Source: an optimization exercise on an open RTL-to-GDS flow (aim: small area and a short achievable clock period). Production flows keep margins and buffers that such runs may drop.

== run 5 ==
// adc_to_vga
module adc_to_vga(clock, reset, ADC_CS_N, ADC_DIN, ADC_SCLK, ADC_DOUT, vga_R, vga_G,
vga_B, vga_clk, vga_blank, vga_sync, vga_h_sync, vga_v_sync);
Size: roughly 1600 cells after synthesis, about 220 flip-flops, about 13000 um2 of cells after synthesis.
export LEC_CHECK = 0
export ABC_AREA = 1
export CAP_MARGIN = 50
export CORE_MARGIN = 2
export CORE_UTILIZATION = 40
export SLEW_MARGIN = 70
create_clock -name core_clock -period 110.0 [get_ports {clock}]
standard.sh (not shown) runs the stock make flow with config.mk's settings and CLKGATE_MAP_FILE= SYNTH_SCRIPT=/design/flow/synth_recipe.tcl, a recipe that flattens the netlist after the stock synthesis.
==> flow/flow/run.sh <==
#!/bin/bash
# Standard layout; the only change is the cell used for the port buffers
# (a plain buf_2 instead of the one the resizer picks), so that the output
# and input paths are not slowed by a delay cell.
set -o pipefail
export BUFFER_PORTS_ARGS="-buffer_cell sky130_fd_sc_hd__buf_2"
bash standard.sh > standard.log 2>&1
#### Input delta (run 1 over run 5)
diff --git a/flow/design.v b/flow/design.v
--- a/flow/design.v
+++ b/flow/design.v
@@ -93,41 +93,40 @@
 		add12[12] = c;
 	end
 endfunction
 localparam [19:0] T0 = 20'd1;
 localparam [19:0] TPRE = 20'hA278F;
 reg wend;
 wire [12:0] sum = add12(max, min, 1'b0);
 wire [12:0] dif = add12(max, ~min, 1'b1);
-assign cv_x = sel ? sum[12:1] : dif[11:0];
+assign cv_x = sel ? dc_offset : dif[11:0];
 always @(posedge clk)
 if (reset) begin
 	amp_t <= 3'd0;
 	amp_u <= 4'd0;
 	max <= 12'd0;
 	min <= 12'hFFF;
 	dc_offset <= 12'd0;
 	T <= T0;
 	wend <= 1'b0;
 end else begin
 	wend <= (T == TPRE);
 	dc_offset <= sum[12:1];
-	if (wend & ~sel) begin
+	if (wend) begin
 		amp_t <= 3'd0;
 		amp_u <= 4'd0;
-	end else begin
-		amp_t <= cv_t;
-		amp_u <= cv_u;
-	end
-	if (wend) begin
 		max <= 12'd0;
 		min <= 12'hFFF;
 		T <= T0;
 	end else begin
+		if (~sel) begin
+			amp_t <= cv_t;
+			amp_u <= cv_u;
+		end
 		if (lt12(max, voltage)) max <= voltage;
 		if (lt12(voltage, min)) min <= voltage;
 		T <= {T[18:0], T[19] ^ T[16]};
 	end
 end
 endmodule
 module conv50(x, t, u);
 input [11:0] x;
@@ -313,21 +312,23 @@
       vga_v_sync <= 1'b1;
       vga_blank <= 1'b1;
     end else if (b) begin
       vga_h_sync <= hs_n;
       vga_v_sync <= vs_n;
       vga_blank <= hs_n & vs_n;
     end
 endmodule
-module vga(vpp_t, vpp_u, sel, f_th, f_h, f_t, f_u, clk, reset, vga_h_sync, vga_v_sync, vga_R, vga_G, vga_B, vga_clk, vga_blank, vga_sync);
+module vga(vpp_t, vpp_u, off_t, off_u, sel, f_th, f_h, f_t, f_u, clk, reset, vga_h_sync, vga_v_sync, vga_R, vga_G, vga_B, vga_clk, vga_blank, vga_sync);
 input clk;
 input reset;
 input [2:0] vpp_t;
 input [3:0] vpp_u;
+input [2:0] off_t;
+input [3:0] off_u;
 output sel;
 input [2:0] f_th;
 input [3:0] f_h, f_t, f_u;
 output vga_h_sync, vga_v_sync, vga_clk, vga_blank, vga_sync;
 output [7:0] vga_R, vga_G, vga_B;
 wire [9:0] X;
 wire [8:0] Y;
 reg clk_25;
@@ -362,18 +363,18 @@
 	else if (pix_en) box <= colL | (box & ~colR);
 reg [3:0] dg;
 reg qf, qm;
 always @(*) begin
 	dg = 4'd0; qf = 1'b0; qm = 1'b0;
 	if (X < 10'd96) dg = {1'b0, vpp_t};
 	else if (X < 10'd128) dg = vpp_u;
 	else if (X < 10'd240) dg = 4'd0;
-	else if (X < 10'd264) dg = {1'b0, vpp_t};
-	else if (X < 10'd320) begin dg = vpp_u; qf = 1'b1; end
+	else if (X < 10'd264) dg = {1'b0, off_t};
+	else if (X < 10'd320) begin dg = off_u; qf = 1'b1; end
 	else if (X < 10'd412) dg = 4'd0;
 	else if (X < 10'd427) begin dg = {1'b0, f_th}; qm = 1'b1; end
 	else if (X < 10'd442) dg = f_h;
 	else if (X < 10'd457) dg = f_t;
 	else dg = f_u;
 end
 reg [6:0] sg;
 always @(*) begin
@@ -434,12 +435,12 @@
 	wire [3:0] f_h, f_t, f_u;
 ADC system_1(.clock(clock), .reset(reset), .ADC_CS_N(ADC_CS_N), .ADC_DIN(ADC_DIN), .ADC_SCLK(ADC_SCLK), .ADC_DOUT(ADC_DOUT),
 	.serial_parallel_data(serial_parallel_data), .pre_last(pre_last));
 magnitude system_2(.voltage(serial_parallel_data), .clk(clock), .reset(reset), .pre_last(pre_last), .sel(sel), .cv_x(cv_x), .cv_t(cv_t), .cv_u(cv_u),
 	.amp_t(amp_t), .amp_u(amp_u), .dc_offset(signal_offset));
 conv50 cv(.x(cv_x), .t(cv_t), .u(cv_u));
 frequency system_3(.clk(clock), .reset(reset), .data(serial_parallel_data), .mean(signal_offset),
 	.f_th(f_th), .f_h(f_h), .f_t(f_t), .f_u(f_u));
-vga system_4(.vpp_t(amp_t), .vpp_u(amp_u), .sel(sel), .f_th(f_th), .f_h(f_h), .f_t(f_t), .f_u(f_u),
+vga system_4(.vpp_t(amp_t), .vpp_u(amp_u), .off_t(cv_t), .off_u(cv_u), .sel(sel), .f_th(f_th), .f_h(f_h), .f_t(f_t), .f_u(f_u),
 	.clk(clock), .reset(reset), .vga_h_sync(vga_h_sync), .vga_v_sync(vga_v_sync),
 	.vga_R(vga_R), .vga_G(vga_G), .vga_B(vga_B), .vga_clk(vga_clk), .vga_blank(vga_blank), .vga_sync(vga_sync));
 endmodule
Notes after the runs:
Run 1 finished end to end and its layout was clean on timing, DRC and antenna. Run 5 finished all stages; the layout is clean. Status: share of cell area taken by flip-flops and latches parity (run 5, run 1). Comparing run 1 and run 5, the lower global routing met2 resource utilization was measured on run 1. The run showing the smaller detail-routed via count per cell is run 1. Looking only at wire length per cell after detailed routing, and setting everything else aside, the higher value of run 1 and run 5 goes to run 5. The global-route wire length before repair in run 1 sits 3.4% below the value recorded for run 5.
No run of this note included a check of the RTL's function; only the layout flow was run.

-- static timing again, ports no longer ideal --
Ports are ideal in the flow. The routed layouts listed here were re-timed in OpenROAD. Step 1, drivers: a clkbuf_16 drives clock and a buf_2 each remaining input, both assumed. Step 2 adds t to the input delays and takes it off the output delays; t is the mean of the earliest and latest rising clock arrival at the registers after step 1. Input paths then give back, and output paths get back, about the clock's delay inside the block. Three values: no drivers, after step 1, after step 2; two values: the first two.
run | shift t [ns] | slack for setup (ns) | worst register clock-pin slew, ns
run 5 | 0.573 | 86.807 / 86.754 / 86.303 | 0.06 / 0.06
run 1 | 0.559 | 86.824 / 86.776 / 86.647 | 0.06 / 0.06
After both steps setup and hold are still met in every run listed. For run 5, which loses most, drivers alone change the setup slack by -0.053 ns; drivers and shift together by -0.504 ns.
